Background: an optimization exercise with open tools, aiming at small area. Do not read the settings as production practice. Only simulation tests tie the RTL to the original design; equivalence was not proved. Power figures rest on the tool's default switching activity, not on a simulated workload.

==> flow/design.v, too long to show whole: its modules and the start of the top module <==
// module efpga_macc_pipe_regi: 1095 lines
// module macc_fa: 4 lines
// module macc_ha: 4 lines
// module macc_aoi22: 3 lines
// module macc_pp: 3 lines
module efpga_macc_pipe_regi
  # (
     parameter INPUT_WIDTH = 18,
     parameter OUTPUT_WIDTH = 40
     )
   (
    input             clk,
    input             resetn,
    input [17:0]      a,
    input [17:0]      b,
    output reg [39:0] y
    );
  // ...
==> flow/flow/run.sh <==
#!/bin/bash
# Layout flow: the standard flow (standard.sh) with its synthesis unchanged,
# and these changes to how the layout is made:
#  - after synthesis, combinational cells that synthesis sized up are swapped
#    for the smallest cell of the same function (flow/downsize.tcl); the
#    flow's own timing repair sizes up again what needs it;
#  - the buffers that global placement puts on every input and output port
#    are sky130_fd_sc_hd__buf_1;
#  - clock tree synthesis inserts no dummy loads (CTS_EXTRA below).
# Each tool's output goes to a log of its own in this folder; ORFS also keeps
# each step's log under orfs/logs.
set -euo pipefail
cd "$(dirname "$0")/.."
CTS_EXTRA="-buf_list sky130_fd_sc_hd__clkbuf_8 -sink_clustering_size 30 -sink_clustering_max_diameter 100"
cat >> config.mk <<EOF
export BUFFER_PORTS_ARGS = -buffer_cell sky130_fd_sc_hd__buf_1
export CTS_ARGS = -sink_clustering_enable -repair_clock_nets -dont_use_dummy_load $CTS_EXTRA
EOF
bash standard.sh synth > synth.log 2>&1
DOWNSIZE_ODB=orfs/results/$FLOW_PLATFORM/efpga_macc_pipe_regi/base/1_synth.odb \
LIB=$FLOW_HOME/platforms/$FLOW_PLATFORM/lib/sky130_fd_sc_hd__tt_025C_1v80.lib \
  openroad -no_init -exit flow/downsize.tcl > downsize.log 2>&1
bash standard.sh > layout.log 2>&1
==> flow/flow/downsize.tcl <==
# Swap every combinational cell that synthesis sized up for the smallest cell
# of the same function (same name up to the drive-strength suffix). Registers
# are left alone. Timing repair later in the flow sizes up what needs it.
set odb $::env(DOWNSIZE_ODB)
read_liberty $::env(LIB)
read_db $odb
set block [ord::get_db_block]
set n 0
foreach inst [$block getInsts] {
  set m [[$inst getMaster] getName]
  if {![regexp {^(sky130_fd_sc_hd__([a-z0-9]+))_([0-9]+)$} $m -> base fn drive]} { continue }
  if {[regexp {^(df|sdf|edf|dl|sdl|clk|buf|conb|tap|fill|decap|lpflow|diode|probe|mux4|inv)} $fn]} { continue }
  if {$drive <= 1} { continue }
  foreach cand [list ${base}_1 ${base}_0] {
    set cm [[ord::get_db] findMaster $cand]
    if {$cm ne "NULL"} {
      $inst swapMaster $cm
      incr n
      break
    }
  }
}
puts "downsize: swapped $n instances"
write_db $odb
==> flow/standard.sh <==
#!/bin/bash
# synth_recipe.tcl (not shown) runs the flow's synth.tcl, then flattens the netlist and writes it again
# the make line also repeats each setting of config.mk as NAME=value (left out here)
make -C /OpenROAD-flow-scripts/flow DESIGN_CONFIG=/design/flow/config.mk WORK_HOME=/design/flow/orfs CLKGATE_MAP_FILE= SYNTH_SCRIPT=/design/flow/synth_recipe.tcl "${@:-finish}"
==> flow/config.mk <==
export PLATFORM = sky130hd
export DESIGN_NAME = efpga_macc_pipe_regi
export DESIGN_NICKNAME = efpga_macc_pipe_regi
export VERILOG_FILES = /design/flow/design.v
export SDC_FILE = /design/flow/constraint.sdc
export NUM_CORES = 4
export LEC_CHECK = 0
export CAP_MARGIN = 0
export CORE_MARGIN = 2
export CORE_UTILIZATION = 40
export GPL_TIMING_DRIVEN = 0
export SLEW_MARGIN = 0
export SYNTH_HIERARCHICAL = 1
export BUFFER_PORTS_ARGS = -buffer_cell sky130_fd_sc_hd__buf_1
export CTS_ARGS = -sink_clustering_enable -repair_clock_nets -dont_use_dummy_load -buf_list sky130_fd_sc_hd__clkbuf_8 -sink_clustering_size 30 -sink_clustering_max_diameter 100
==> flow/constraint.sdc <==
create_clock -name core_clock -period 6.5 [get_ports {clk}]
set_input_delay 1.3000 -clock core_clock [delete_from_list [all_inputs] [get_ports {clk}]]
set_output_delay 1.3000 -clock core_clock [all_outputs]
set_load 0.01 [all_outputs]
==> summary.txt, run 1 <==
- Top class by area: multi-input combinational cells
- Multi-input combinational area share: 0.623
- Design Power: 6.99 mW
- Clock Power Share: 0.076
- Design area: 0.0119 mm^2
- Clock-cell share of area: 0.0196
- Worst-path cell with the longest stage delay: dfstp_2
- Combinational share of power: 0.692
- Starting density of the core: 0.406
- Cell Area, Placed: 0.0116 mm^2
- Top cell by count, worst path: fa_1
- Sequential share of cell area: 0.282
- Later-pin clock latency in the skew report: 0.46 ns
- Max frequency: 162 MHz
- Flop+latch power: 1.62 mW
- Setup WS pre-CTS: -0.221 ns
- Largest registers: y x40, p_r x36, nt_r x19
- I/O pin count: 78
- Slew Limit Fails: 0
- Total Neg Setup Slack: 0 ns
- Met2 GRT Util: 0.322
- Crit path max fanout: 20
- Area grow syn2layout: 9.83%
- DR pass1 iterations: 6
- Hold Path Cell Cnt: 1
- Setup crit start: ns3_r[6]$_DFF_PN1_
- Overall Global Routing Usage: 0.202
- Internal power: 3.70 mW
- Most frequent cells in the layout: fa_1 (179), o21ai_1 (154), a22oi_1 (153)
- Status: finished clean
- Antenna-violating nets left: 0
- Placed Cells: 1334
==> inputs of run 2 (changes only) <==
--- a/flow/flow/run.sh
+++ b/flow/flow/run.sh
@@ -11,7 +11,7 @@
 # each step's log under orfs/logs.
 set -euo pipefail
 cd "$(dirname "$0")/.."
-CTS_EXTRA="-buf_list sky130_fd_sc_hd__clkbuf_8 -sink_clustering_size 30 -sink_clustering_max_diameter 100"
+CTS_EXTRA="-buf_list {sky130_fd_sc_hd__clkbuf_4 sky130_fd_sc_hd__clkbuf_8}"
 cat >> config.mk <<EOF
 export BUFFER_PORTS_ARGS = -buffer_cell sky130_fd_sc_hd__buf_1
 export CTS_ARGS = -sink_clustering_enable -repair_clock_nets -dont_use_dummy_load $CTS_EXTRA
--- a/flow/config.mk
+++ b/flow/config.mk
@@ -12,4 +12,4 @@
 export SLEW_MARGIN = 0
 export SYNTH_HIERARCHICAL = 1
 export BUFFER_PORTS_ARGS = -buffer_cell sky130_fd_sc_hd__buf_1
-export CTS_ARGS = -sink_clustering_enable -repair_clock_nets -dont_use_dummy_load -buf_list sky130_fd_sc_hd__clkbuf_8 -sink_clustering_size 30 -sink_clustering_max_diameter 100
+export CTS_ARGS = -sink_clustering_enable -repair_clock_nets -dont_use_dummy_load -buf_list {sky130_fd_sc_hd__clkbuf_4 sky130_fd_sc_hd__clkbuf_8}
==> summary.txt, run 2 <==
- Setup ws final: 0.323 ns
- Chip height: 169 um
- Post-Syn Area: 0.0109 mm^2
- FF-to-FF setup slack: 0.32 ns
- Fin crit share: 0.950
- Global route total overflow: 0
- Status: finished clean
- Syn nets: 1177
- Initial DRC Count: 946
- Clock root cell: clkbuf_8
- Buf/Inv on CP: 0
- Clock tree buffer depth: 2
- Req. time, crit path: 6.83 ns
- Antenna-violating nets left: 0 (unchanged)
- Hold Crit Class: reg2reg
- Final setup fails: 0
- First-pass GRT wire length: 45200 um
- Startpoint Class: flip-flop
- PwrDens: 585 mW/mm^2
- Number of clock sinks: 140
- CTS H-tree depth: 4
- CORE AREA: 0.0268 mm^2
- Vias per cell: 5.97
- Clock Power Share: 0.076 (about the same)
- Combinational share of power: 0.692 (about the same)
- Vias in the first global route: 8339
- Fin nets: 1275
- Area grow syn2layout: 9.83% (unchanged)
- CP Data Arrival Time: 6.50 ns
- Critical path type: reg2reg
- Slew margin rel.: 0.503
- N_diodes: 0
- Worst-Margin Slew: 0.744 ns
- Routed WL per cell: 20.5 um
- Reg power frac: 0.232
- Crit path max fanout: 20 (unchanged)
- Overall Global Routing Usage: 0.202 (unchanged)
- Lkg Pwr: 4.78 nW
- Internal power: 3.70 mW (unchanged)
- Post-layout min period: 6.18 ns
- P_sw: 3.29 mW
- Setup WS pre-CTS: -0.221 ns (unchanged)
- RSZ-0062 raised after global routing: false
- DR pass1 iterations: 6 (unchanged)
- Final GP Congestion: 0.887
- CTS Hold Bufs: 0
- CTS tree: done
- Clock Skew: 0.0381 ns
- Largest net degree at the start of global routing: 40
- Hold Fails Final Rpt: 0
- Syn_area_per_cell: 11.9 um^2
- Share of cells above drive strength 1: 0.0624
- Worst-path cell with the longest stage delay: dfstp_2
- I/O pin count: 78 (unchanged)
- Cells after Synth: 914
- Routed vias: 8063
- Slew Limit Fails: 0 (unchanged)
- Switching fraction of total power: 0.471
- Critical Path End Type: flip-flop
- Commonest non-fill, non-tap cell in the layout: fa_1
- Starting density of the core: 0.406 (unchanged)
- Hpwl dp: 20500 um
- Most frequent cells in the layout: fa_1 (179), o21ai_1 (154), a22oi_1 (153)
- VDD IR-drop max: 0.000376 V
- Full die area: 0.0285 mm^2
- Num rows: 60
- DRC Markers: 0
- Initial antenna violation count: 0
- Maxcap violations: 0
- CP delay by family, top: adder cells
- Clock-pin slew of the registers on the worst-case setup and hold paths: 0.07 ns
- CTS buffer count: 17
- Max FFs per register: 40
- Biggest register: y
- Synth warn: 7
- Later-pin clock latency in the skew report: 0.46 ns (about the same)
- Largest registers: y x40, p_r x36, nt_r x19
- Die Wd: 169 um
- Max frequency: 162 MHz (unchanged)
- Worst path cell trace: o21ai_1, fa_1, fa_1, fa_1, fa_1, ha_1, fa_1, fa_1, fa_1, fa_1, nand2_1, nor2_1, a221oi_2, o31ai_1, ha_1, xor2_1
- Max incr delay on CP: 0.85 ns
- Top cell by count, worst path: fa_1
- Port-buffer cells: 77
- Total Neg Setup Slack: 0 ns (unchanged)
- Post-layout util: 0.445
- WL final: 27700 um
==> run 2: path summary, 6_finish.rpt <==
| check | start | to | cells past startpoint |
|---|---|---|---|
| worst max-delay path | ns3_r[6]$_DFF_PN1_ | p_r[33]$_DFF_PN0_ | 16 |
| worst min-delay path | p_r[0]$_DFF_PN0_ | y[0]$_DFF_PN0_ | 1 |
| worst max register to register | ns3_r[6]$_DFF_PN1_ | p_r[33]$_DFF_PN0_ | 16 |
| worst min register to register | p_r[0]$_DFF_PN0_ | y[0]$_DFF_PN0_ | 1 |
| max in group asynchronous | resetn | ns3_r[3]$_DFF_PN1_ | 2 |
| min in group asynchronous | resetn | y[5]$_DFF_PN0_ | 1 |
==> run 2: power groups by stage <==
stage / Sequential (mW) / Combinational (mW) / Clock [mW]
finish: 1.62 / 4.84 / 0.529
global route: 1.67 / 5.58 / 0.593
CTS: 1.62 / 4.91 / 0.559
detailed placement: 1.64 / 4.87 / 0
global placement: 1.63 / 4.70 / 0
floorplan: 1.59 / 3.70 / 0
==> run 2: per-stage QoR <==
stage	power (mW)	std cells	instance area, um^2	hold slack (ns)
3_3_place_gp	6.33	1332	11600	0.451
4_1_cts	7.09	1351	11900	0.476
3_5_place_dp	6.51	1334	11600	0.461
2_1_floorplan	5.29	914	10900	0.443
6_report	6.99	1351	11900	0.470
5_1_grt	7.84	1351	11900	0.510
==> run 2: per-layer routing <==
metal | up-vias | global-route usage | routed length, um
met1 | 4092 | 0.276 | 11500
li1 | 3538 | - | -
met4 | 0 | 0.0881 | 1120
met2 | 353 | 0.322 | 13400
met5 | - | 0 | 0
met3 | 80 | 0.0295 | 1710
==> run 2: area by class of cell <==
cell class | count | area (um^2)
buffer | 5 | 27.5
clock buffer | 17 | 234
fill | 2532 | 14900
inverter | 31 | 116
multi-input combinational | 738 | 7440
sequential | 140 | 3370
tap | 341 | 427
timing repair buffer | 79 | 330
==> run 2: repair_timing <==
item / CTS / global route
resized for setup: 2 / 34
setup endpoints to repair: 5 / 10
setup buffers: 0 / 0
pin swaps: 0 / 2
==> run 2: worst register-to-register path: stages (launching register included) <==
cell	delay [ns]
dfstp_2	0.85
o21ai_1	0.17
fa_1	0.52
fa_1	0.61
fa_1	0.45
fa_1	0.47
ha_1	0.22
fa_1	0.38
fa_1	0.39
fa_1	0.38
fa_1	0.51
nand2_1	0.14
nor2_1	0.06
a221oi_2	0.41
o31ai_1	0.14
ha_1	0.21
xor2_1	0.16
==> inputs of run 3 (changes only) <==
--- a/flow/flow/run.sh
+++ b/flow/flow/run.sh
@@ -11,7 +11,7 @@
 # each step's log under orfs/logs.
 set -euo pipefail
 cd "$(dirname "$0")/.."
-CTS_EXTRA="-buf_list {sky130_fd_sc_hd__clkbuf_4 sky130_fd_sc_hd__clkbuf_8}"
+CTS_EXTRA="-buf_list sky130_fd_sc_hd__clkbuf_8 -distance_between_buffers 200 -branching_point_buffers_distance 200"
 cat >> config.mk <<EOF
 export BUFFER_PORTS_ARGS = -buffer_cell sky130_fd_sc_hd__buf_1
 export CTS_ARGS = -sink_clustering_enable -repair_clock_nets -dont_use_dummy_load $CTS_EXTRA
--- a/flow/config.mk
+++ b/flow/config.mk
@@ -12,4 +12,4 @@
 export SLEW_MARGIN = 0
 export SYNTH_HIERARCHICAL = 1
 export BUFFER_PORTS_ARGS = -buffer_cell sky130_fd_sc_hd__buf_1
-export CTS_ARGS = -sink_clustering_enable -repair_clock_nets -dont_use_dummy_load -buf_list {sky130_fd_sc_hd__clkbuf_4 sky130_fd_sc_hd__clkbuf_8}
+export CTS_ARGS = -sink_clustering_enable -repair_clock_nets -dont_use_dummy_load -buf_list sky130_fd_sc_hd__clkbuf_8 -distance_between_buffers 200 -branching_point_buffers_distance 200
==> summary.txt, run 3 <==
- Antenna-violating nets left: 0 (unchanged)
- Hold Crit Class: reg2reg
- Starting density of the core: 0.406 (unchanged)
- DR pass1 iterations: 7 (+1)
- Largest net degree at the start of global routing: 40 (unchanged)
- First-pass GRT wire length: 44900 um (-0.75%)
- FF-to-FF setup slack: 0.31 ns (about the same)
- Critical Path End Type: flip-flop
- Overall Global Routing Usage: 0.202 (about the same)
- Routed WL per cell: 20.4 um (-0.50%)
- Critical path type: reg2reg
- I/O pin count: 78 (unchanged)
- VDD IR-drop max: 0.000389 V (+3.5%)
- Cells after Synth: 914 (unchanged)
- Number of clock sinks: 140 (unchanged)
- Final setup fails: 0 (unchanged)
- Chip height: 169 um (unchanged)
- Die Wd: 169 um (unchanged)
- Hold_ws: 0.470 ns (-0.000528 ns)
- Worst-Margin Slew: 0.734 ns (-0.00973 ns)
- Combinational share of power: 0.692 (about the same)
- RSZ-0062 raised after global routing: false
- Clock-pin slew of the registers on the worst-case setup and hold paths: 0.07 ns (about the same)
- Internal power: 3.70 mW (about the same)
- Switching fraction of total power: 0.470 (-0.00130)
- CP Data Arrival Time: 6.58 ns (+0.08 ns)
- Post-Syn Area: 0.0109 mm^2 (unchanged)
- Lkg Pwr: 4.78 nW (about the same)
- WL final: 27500 um (-0.50%)
- Slew Limit Fails: 0 (unchanged)
- Slew margin rel.: 0.510 (+0.00650)
- CTS buffer count: 17 (unchanged)
- CTS tree: done
- Max frequency: 162 MHz (-0.24%)
- Clock root cell: clkbuf_8
- Largest registers: y x40, p_r x36, nt_r x19
- Most frequent cells in the layout: fa_1 (179), o21ai_1 (154), a22oi_1 (153)
- Final GP Congestion: 0.887 (unchanged)
- Vias per cell: 6.00 (+0.53%)
- Syn_area_per_cell: 11.9 um^2 (unchanged)
- Commonest non-fill, non-tap cell in the layout: fa_1
- Num rows: 60 (unchanged)
- Post-layout min period: 6.19 ns (+0.0148 ns)
- Hold Fails Final Rpt: 0 (unchanged)
- Area grow syn2layout: 9.74% (about the same)
- Crit path max fanout: 20 (unchanged)
- Maxcap violations: 0 (unchanged)
- P_sw: 3.27 mW (-0.59%)
- CORE AREA: 0.0268 mm^2 (unchanged)
- Setup ws final: 0.309 ns (-0.0148 ns)
- Syn nets: 1177 (unchanged)
- PwrDens: 584 mW/mm^2 (-0.23%)
- Fin crit share: 0.953 (+0.00228)
- Port-buffer cells: 77 (unchanged)
- Fin nets: 1275 (unchanged)
- Setup WS pre-CTS: -0.221 ns (unchanged)
- Setup Buffers After CTS: 0 (unchanged)
- CTS Hold Bufs: 0 (unchanged)
- Hpwl dp: 20500 um (unchanged)
- Clock Skew: 0.0390 ns (+0.000907 ns)
- N_diodes: 0 (unchanged)
- Max FFs per register: 40 (unchanged)
- Req. time, crit path: 6.88 ns (+0.05 ns)
- Share of cells above drive strength 1: 0.0584 (-0.00396)
- Vias in the first global route: 8366 (+0.32%)
- Status: finished clean
- Biggest register: y
- Routed vias: 8106 (+0.53%)
- Initial DRC Count: 866 (-8.5%)
- Clock Power Share: 0.075 (about the same)
- Clock tree buffer depth: 2 (unchanged)
- Later-pin clock latency in the skew report: 0.47 ns (about the same)
- Full die area: 0.0285 mm^2 (unchanged)
- Design Power: 6.97 mW (-0.31%)
- Reg power frac: 0.233 (about the same)
- CTS H-tree depth: 4 (unchanged)
- Initial antenna violation count: 0 (unchanged)
- Startpoint Class: flip-flop
- DRC Markers: 0 (unchanged)
- Global route total overflow: 0 (unchanged)
- Synth warn: 7 (unchanged)
[run 3: per-stage QoR]
stage               instance area [um^2]  utilization  TNS, ns  instances
floorplan                          10900            -        0        914
detailed placement                 11600        0.434   -0.502       1334
global route                       11900        0.445        0       1351
finish                             11900        0.445        0       1351
CTS                                11900        0.443        0       1351
global placement                   11600        0.432   -33.51       1332
[run 3: area by class of cell]
class | count | area [um^2]
fill | 2518 | 14900
multi-input combinational | 738 | 7430
sequential | 140 | 3360
tap | 341 | 427
timing repair buffer | 79 | 330
clock buffer | 17 | 234
inverter | 31 | 116
buffer | 5 | 27.5
[run 3: power groups by stage]
| stage | clock network, mW | registers, mW | logic, mW |
|---|---|---|---|
| floorplan | 0 | 1.59 | 3.70 |
| global placement | 0 | 1.63 | 4.70 |
| detailed placement | 0 | 1.64 | 4.87 |
| CTS | 0.560 | 1.62 | 4.91 |
| global route | 0.591 | 1.67 | 5.56 |
| finish | 0.524 | 1.62 | 4.82 |
[run 3: critical path, stage by stage, from the launching register on]
cell and delay [ns]:
dfstp_2 0.86, o21ai_1 0.15, fa_1 0.52, fa_1 0.62, fa_1 0.45, fa_1 0.47
ha_1 0.22, fa_1 0.38, fa_1 0.39, fa_1 0.38, fa_1 0.57, nand2_1 0.09
nor4_1 0.23, a221oi_2 0.15, o31ai_1 0.28, ha_1 0.20, xor2_1 0.15
[run 3: what timing repair did]
item                       CTS  global route
cloned                       0             0
pin swaps                    0             2
setup endpoints to repair    5             9
gates resized for setup      2            30
[run 3: final timing paths]
path	from	endpoint	cells past startpoint
min reg2reg	p_r[0]$_DFF_PN0_	y[0]$_DFF_PN0_	1
max in group asynchronous	resetn	ns3_r[3]$_DFF_PN1_	2
min	p_r[0]$_DFF_PN0_	y[0]$_DFF_PN0_	1
max	ns3_r[6]$_DFF_PN1_	p_r[33]$_DFF_PN0_	16
min in group asynchronous	resetn	y[5]$_DFF_PN0_	1
max reg2reg	ns3_r[6]$_DFF_PN1_	p_r[33]$_DFF_PN0_	16
[run 3: routing by layer]
layer | vias to the layer above | GRT usage | part of all wire
met5 | - | 0 | 0
li1 | 3533 | - | -
met3 | 82 | 0.0365 | 0.063
met1 | 4117 | 0.273 | 0.41
met2 | 374 | 0.316 | 0.48
met4 | 0 | 0.0948 | 0.040
==> inputs of run 4 (changes only) <==
--- a/flow/flow/run.sh
+++ b/flow/flow/run.sh
@@ -11,7 +11,7 @@
 # each step's log under orfs/logs.
 set -euo pipefail
 cd "$(dirname "$0")/.."
-CTS_EXTRA="-buf_list sky130_fd_sc_hd__clkbuf_8 -distance_between_buffers 200 -branching_point_buffers_distance 200"
+CTS_EXTRA="-buf_list sky130_fd_sc_hd__clkbuf_8"
 cat >> config.mk <<EOF
 export BUFFER_PORTS_ARGS = -buffer_cell sky130_fd_sc_hd__buf_1
 export CTS_ARGS = -sink_clustering_enable -repair_clock_nets -dont_use_dummy_load $CTS_EXTRA
--- a/flow/config.mk
+++ b/flow/config.mk
@@ -12,4 +12,4 @@
 export SLEW_MARGIN = 0
 export SYNTH_HIERARCHICAL = 1
 export BUFFER_PORTS_ARGS = -buffer_cell sky130_fd_sc_hd__buf_1
-export CTS_ARGS = -sink_clustering_enable -repair_clock_nets -dont_use_dummy_load -buf_list sky130_fd_sc_hd__clkbuf_8 -distance_between_buffers 200 -branching_point_buffers_distance 200
+export CTS_ARGS = -sink_clustering_enable -repair_clock_nets -dont_use_dummy_load -buf_list sky130_fd_sc_hd__clkbuf_8
==> summary.txt, run 4 <==
- CTS tree: done
- CORE AREA: 0.0268 mm^2 (unchanged)
- Fin nets: 1275 (unchanged)
- DR pass1 iterations: 6 (-1)
- Clock root cell: clkbuf_8
- CTS H-tree depth: 4 (unchanged)
- Commonest non-fill, non-tap cell in the layout: fa_1
- Post-layout util: 0.445 (about the same)
- Overall Global Routing Usage: 0.202 (about the same)
- Chip height: 169 um (unchanged)
- Fillcell total: 2532 (+0.56%)
- Post-Syn Area: 0.0109 mm^2 (unchanged)
- Final setup fails: 0 (unchanged)
- Routed WL per cell: 20.5 um (+0.50%)
- Area grow syn2layout: 9.83% (about the same)
- Setup ws final: 0.323 ns (+0.0148 ns)
- Clock tree buffer depth: 2 (unchanged)
- Full die area: 0.0285 mm^2 (unchanged)
- Hold Crit Class: reg2reg
- Fin crit share: 0.950 (-0.00228)
- Vias per cell: 5.97 (-0.53%)
- DRC Markers: 0 (unchanged)
- N_diodes: 0 (unchanged)
- Most frequent cells in the layout: fa_1 (179), o21ai_1 (154), a22oi_1 (153)
- CTS buffer count: 17 (unchanged)
- Max frequency: 162 MHz (+0.24%)
- Clock-pin slew of the registers on the worst-case setup and hold paths: 0.07 ns (about the same)
- Critical path type: reg2reg
- Biggest register: y
- Starting density of the core: 0.406 (unchanged)
- GR Layer Usage met1: 0.276 (+0.00236)
- Antenna-violating nets left: 0 (unchanged)
- Synth warn: 7 (unchanged)
- Num rows: 60 (unchanged)
- PwrDens: 585 mW/mm^2 (+0.23%)
- Cells after Synth: 914 (unchanged)
- CTS Hold Bufs: 0 (unchanged)
- Crit path max fanout: 20 (unchanged)
- Hold Fails Final Rpt: 0 (unchanged)
- Placed Cells: 1334 (unchanged)
- Slew margin rel.: 0.503 (-0.00650)
- Met2 GRT Util: 0.322 (+0.00606)
- Post-route insts no fill: 1351 (unchanged)
- Vias in the first global route: 8339 (-0.32%)
- Maxcap violations: 0 (unchanged)
- Req. time, crit path: 6.83 ns (-0.05 ns)
- Worst-Margin Slew: 0.744 ns (+0.00973 ns)
- Initial antenna violation count: 0 (unchanged)
- Design area: 0.0119 mm^2 (about the same)
- Largest registers: y x40, p_r x36, nt_r x19
- Largest net degree at the start of global routing: 40 (unchanged)
- WL final: 27700 um (+0.50%)
- Setup Buffers After CTS: 0 (unchanged)
- First-pass GRT wire length: 45200 um (+0.76%)
- Routed vias: 8063 (-0.53%)
- Design Power: 6.99 mW (+0.32%)
- Top Usage Layer GRT: met2
- Setup WS pre-CTS: -0.221 ns (unchanged)
- Slew Limit Fails: 0 (unchanged)
- Hpwl dp: 20500 um (unchanged)
- Startpoint Class: flip-flop
- Die Wd: 169 um (unchanged)
- Number of clock sinks: 140 (unchanged)
- Lkg Pwr: 4.78 nW (about the same)
- Status: finished clean
- Cell Area, Placed: 0.0116 mm^2 (unchanged)
- Later-pin clock latency in the skew report: 0.46 ns (about the same)
- Initial DRC Count: 946 (+9.2%)
- Syn nets: 1177 (unchanged)
- Critical Path End Type: flip-flop
- Share of cells above drive strength 1: 0.0624 (+0.00396)
- Port-buffer cells: 77 (unchanged)
- FF-to-FF setup slack: 0.32 ns (about the same)
- Met3 usage: 0.0295 (-0.00701)
- Max FFs per register: 40 (unchanged)
- VDD IR-drop max: 0.000376 V (-3.4%)
- RSZ-0062 raised after global routing: false
- Syn_area_per_cell: 11.9 um^2 (unchanged)
- Final GP Congestion: 0.887 (unchanged)
- CP Data Arrival Time: 6.50 ns (-0.08 ns)
- Clock Skew: 0.0381 ns (-0.000907 ns)
- Global route total overflow: 0 (unchanged)
- I/O pin count: 78 (unchanged)
- Post-layout min period: 6.18 ns (-0.0148 ns)
-- run 4: routing by layer --
| layer | part of all wire | wire length (um) |
|---|---|---|
| met1 | 0.41 | 11500 |
| met3 | 0.062 | 1710 |
| met4 | 0.040 | 1120 |
| met5 | 0 | 0 |
| met2 | 0.48 | 13400 |
-- run 4: critical path, stage by stage (launching register included) --
cell	delay [ns]
dfstp_2	0.85
o21ai_1	0.16
fa_1	0.52
fa_1	0.60
fa_1	0.45
fa_1	0.47
ha_1	0.22
fa_1	0.38
fa_1	0.39
fa_1	0.38
fa_1	0.51
nand2_1	0.14
nor2_1	0.06
a221oi_2	0.41
o31ai_1	0.14
ha_1	0.21
xor2_1	0.16
-- run 4: area by class of cell --
| type | count | area [um^2] | area share |
|---|---|---|---|
| Sequential cell | 140 | 3370 | 0.282 |
| Timing Repair Buffer | 79 | 330 | 0.0277 |
| Buffer | 5 | 27.5 | 0.00231 |
| Inverter | 31 | 116 | 0.00975 |
| Clock buffer | 17 | 234 | 0.0196 |
| Tap cell | 341 | 427 | 0.0357 |
| Multi-Input combinational cell | 738 | 7440 | 0.623 |
-- run 4: report_power, final --
part           internal (mW)  switching, mW
logic                   2.20           2.64
registers               1.27          0.351
clock network          0.230          0.299
-- run 4: worst paths after layout --
| path | from | endpoint | depth (start not counted) |
|---|---|---|---|
| hold reg to reg | p_r[0]$_DFF_PN0_ | y[0]$_DFF_PN0_ | 1 |
| setup / recovery | ns3_r[6]$_DFF_PN1_ | p_r[33]$_DFF_PN0_ | 16 |
| setup reg to reg | ns3_r[6]$_DFF_PN1_ | p_r[33]$_DFF_PN0_ | 16 |
| min in group asynchronous | resetn | y[5]$_DFF_PN0_ | 1 |
| hold / removal | p_r[0]$_DFF_PN0_ | y[0]$_DFF_PN0_ | 1 |
| max in group asynchronous | resetn | ns3_r[3]$_DFF_PN1_ | 2 |
-- run 4: repair_timing --
item | in CTS | in global routing
pin swaps | 0 | 2
endpoints found under the setup margin | 5 | 10
gates resized for setup | 2 | 34
-- run 4: metrics by stage --
step,hold slack [ns],setup TNS [ns]
2_1_floorplan,0.443,0
4_1_cts,0.476,0
3_5_place_dp,0.461,-0.502
6_report,0.470,0
5_1_grt,0.510,0
3_3_place_gp,0.451,-33.51
==> inputs of run 5 (changes only) <==
--- a/flow/flow/run.sh
+++ b/flow/flow/run.sh
@@ -11,7 +11,7 @@
 # each step's log under orfs/logs.
 set -euo pipefail
 cd "$(dirname "$0")/.."
-CTS_EXTRA="-buf_list sky130_fd_sc_hd__clkbuf_8"
+CTS_EXTRA="-buf_list sky130_fd_sc_hd__clkbuf_16 -sink_clustering_size 40 -sink_clustering_max_diameter 300 -sink_clustering_levels 1"
 cat >> config.mk <<EOF
 export BUFFER_PORTS_ARGS = -buffer_cell sky130_fd_sc_hd__buf_1
 export CTS_ARGS = -sink_clustering_enable -repair_clock_nets -dont_use_dummy_load $CTS_EXTRA
--- a/flow/config.mk
+++ b/flow/config.mk
@@ -12,4 +12,4 @@
 export SLEW_MARGIN = 0
 export SYNTH_HIERARCHICAL = 1
 export BUFFER_PORTS_ARGS = -buffer_cell sky130_fd_sc_hd__buf_1
-export CTS_ARGS = -sink_clustering_enable -repair_clock_nets -dont_use_dummy_load -buf_list sky130_fd_sc_hd__clkbuf_8
+export CTS_ARGS = -sink_clustering_enable -repair_clock_nets -dont_use_dummy_load -buf_list sky130_fd_sc_hd__clkbuf_16 -sink_clustering_size 40 -sink_clustering_max_diameter 300 -sink_clustering_levels 1
==> summary.txt, run 5 <==
- Antenna-violating nets left: 0 (unchanged)
- Vias per cell: 5.96 (-0.11%)
- Num rows: 60 (unchanged)
- Hpwl dp: 20500 um (unchanged)
- Overall Global Routing Usage: 0.202 (about the same)
- First-pass GRT wire length: 45000 um (-0.37%)
- Final GP Congestion: 0.887 (unchanged)
- VDD IR-drop max: 0.000376 V (+0.13%)
- Maxcap violations: 0 (unchanged)
- DRC Markers: 0 (unchanged)
- Syn nets: 1177 (unchanged)
- Slew Limit Fails: 0 (unchanged)
- Hold Path Cell Cnt: 1 (unchanged)
- Clock root cell: clkbuf_16
- Die Wd: 169 um (unchanged)
- Fin crit share: 0.949 (about the same)
- Initial antenna violation count: 0 (unchanged)
- Design Power: 7.24 mW (+3.6%)
- Global route total overflow: 0 (unchanged)
- PwrDens: 597 mW/mm^2 (+1.9%)
- DR pass1 iterations: 7 (+1)
- Synth warn: 7 (unchanged)
- CP Data Arrival Time: 6.48 ns (-0.02 ns)
- N_diodes: 0 (unchanged)
- Max FFs per register: 40 (unchanged)
- Most frequent cells in the layout: fa_1 (179), o21ai_1 (154), a22oi_1 (153)
- Critical Path End Type: flip-flop
- Clock Skew: 0.0331 ns (-0.00492 ns)
- Area grow syn2layout: 11.7%
- Critical path type: reg2reg
- Share of cells above drive strength 1: 0.0624 (unchanged)
- Fin nets: 1275 (unchanged)
- Hold_ws: 0.466 ns (-0.00420 ns)
- CTS H-tree depth: 4 (unchanged)
- Max frequency: 162 MHz (about the same)
- Hold Crit Class: reg2reg
- Clock tree buffer depth: 2 (unchanged)
- Cells after Synth: 914 (unchanged)
- Commonest non-fill, non-tap cell in the layout: fa_1
- Hold Fails Final Rpt: 0 (unchanged)
- Post-Syn Area: 0.0109 mm^2 (unchanged)
- Clock-pin slew of the registers on the worst-case setup and hold paths: 0.06 ns (about the same)
- Later-pin clock latency in the skew report: 0.43 ns (-0.03 ns)
- Port-buffer cells: 77 (unchanged)
- CTS tree: done
- Req. time, crit path: 6.81 ns (-0.02 ns)
- Largest net degree at the start of global routing: 40 (unchanged)
- Worst-Margin Slew: 0.737 ns (-0.00671 ns)
- Slew margin rel.: 0.508 (+0.00448)
- Routed WL per cell: 20.3 um (-0.69%)
- Largest registers: y x40, p_r x36, nt_r x19
- Starting density of the core: 0.406 (unchanged)
- Routed vias: 8054 (-0.11%)
- CORE AREA: 0.0268 mm^2 (unchanged)
- Crit path max fanout: 6 (-70%)
- Total Neg Setup Slack: 0 ns (unchanged)
- Lkg Pwr: 4.86 nW (+1.8%)
- Initial DRC Count: 906 (-4.2%)
- Status: finished clean
- Chip height: 169 um (unchanged)
- CTS buffer count: 17 (unchanged)
- Worst Reg-to-Reg Cells: 20 (+4)
- Post-layout min period: 6.17 ns (-0.00605 ns)
- WL final: 27500 um (-0.69%)
- Number of clock sinks: 140 (unchanged)
- Startpoint Class: flip-flop
- Vias in the first global route: 8351 (+0.14%)
- RSZ-0062 raised after global routing: false
- Final setup fails: 0 (unchanged)
- Syn_area_per_cell: 11.9 um^2 (unchanged)
- Setup Buffers After CTS: 0 (unchanged)
- Biggest register: y
- Full die area: 0.0285 mm^2 (unchanged)
- I/O pin count: 78 (unchanged)
## run 5: critical path: stages (launching register included)
cell and delay (ns):
dfrtp_1 0.37, ha_1 0.21, fa_1 0.40, fa_2 0.37
fa_1 0.40, fa_2 0.36, fa_1 0.38, fa_1 0.40
fa_2 0.36, fa_1 0.39, fa_2 0.38, and4_1 0.21
buf_4 0.16, and3_1 0.21, a211oi_4 0.38, nor3b_2 0.11
a21o_1 0.19, ha_1 0.16, or2_1 0.26, ha_1 0.20
xor2_1 0.15
## run 5: cell type report
cell class,instances,area (um^2)
Buffer,5,27.5
Clock buffer,17,425
Fill cell,2499,14700
Timing Repair Buffer,79,330
Multi-Input combinational cell,738,7440
Tap cell,341,427
Inverter,31,116
Sequential cell,140,3370
## run 5: report_power, final
part | switching [mW] | internal [mW] | total [mW]
clock | 0.332 | 0.452 | 0.783
sequential | 0.350 | 1.27 | 1.62
combinational | 2.64 | 2.19 | 4.83
total | 3.32 | 3.92 | 7.24
## run 5: routing by layer
layer | share of wire | track usage | vias to the layer above
met3 | 0.072 | 0.0348 | 79
met1 | 0.41 | 0.272 | 4056
met4 | 0.041 | 0.0952 | 0
met5 | 0 | 0 | -
li1 | - | - | 3537
met2 | 0.48 | 0.319 | 382
## run 5: through the flow
stage	utilization	instance area, um^2	worst slack, ns	cells
floorplan	-	10900	0.371	914
global placement	0.432	11600	-0.374	1332
detailed placement	0.434	11600	-0.221	1334
CTS	0.450	12100	0.0102	1351
global route	0.453	12100	0.0528	1351
finish	0.453	12100	0.330	1351
## run 5: final timing paths
kind / slack [ns] / to / from
worst min register to register: 0.47 / y[0]$_DFF_PN0_ / p_r[0]$_DFF_PN0_
max in group asynchronous: 4.87 / ns3_r[3]$_DFF_PN1_ / resetn
worst max-delay path: 0.33 / y[37]$_DFF_PN0_ / y[0]$_DFF_PN0_
min in group asynchronous: 0.93 / y[5]$_DFF_PN0_ / resetn
worst max register to register: 0.33 / y[37]$_DFF_PN0_ / y[0]$_DFF_PN0_
worst min-delay path: 0.47 / y[0]$_DFF_PN0_ / p_r[0]$_DFF_PN0_
## run 5: what timing repair did
item,in CTS,in global routing
resized for setup,2,36
hold buffers,0,0
pin swaps,0,2
endpoints found under the setup margin,5,10

-- re-timing with driven ports --
Ports are ideal in the flow. The routed layouts listed here were re-timed in OpenROAD. Step 1 (the two cells are an assumption about what drives the block):
set clk [get_ports {clk}]
set_driving_cell -lib_cell sky130_fd_sc_hd__clkbuf_16 $clk
set_driving_cell -lib_cell sky130_fd_sc_hd__buf_2 [delete_from_list [all_inputs] $clk]
Step 2 moves the port delays by t, midway between the first and last clock arrival at a register: inputs arrive t later, outputs are due t later. That takes back most of the time a late clock gives input paths. Slacks: ideal ports / drivers / drivers and shift; pairs: ideal ports / drivers.
run | t, ns | setup slack, ns | slew at the worst register clock pin (ns) | worst slew at a driven data input, ns
run 1 | 0.484 | 0.323 / 0.323 / 0.323 | 0.09 / 0.09 | 0.04
run 2 | 0.484 | 0.323 / 0.323 / 0.323 | 0.09 / 0.09 | 0.04
run 3 | 0.498 | 0.309 / 0.309 / 0.309 | 0.09 / 0.09 | 0.04
run 4 | 0.484 | 0.323 / 0.323 / 0.323 | 0.09 / 0.09 | 0.04
run 5 | 0.468 | 0.330 / 0.330 / 0.330 | 0.07 / 0.07 | 0.04
After both steps setup and hold are still met in every run listed.
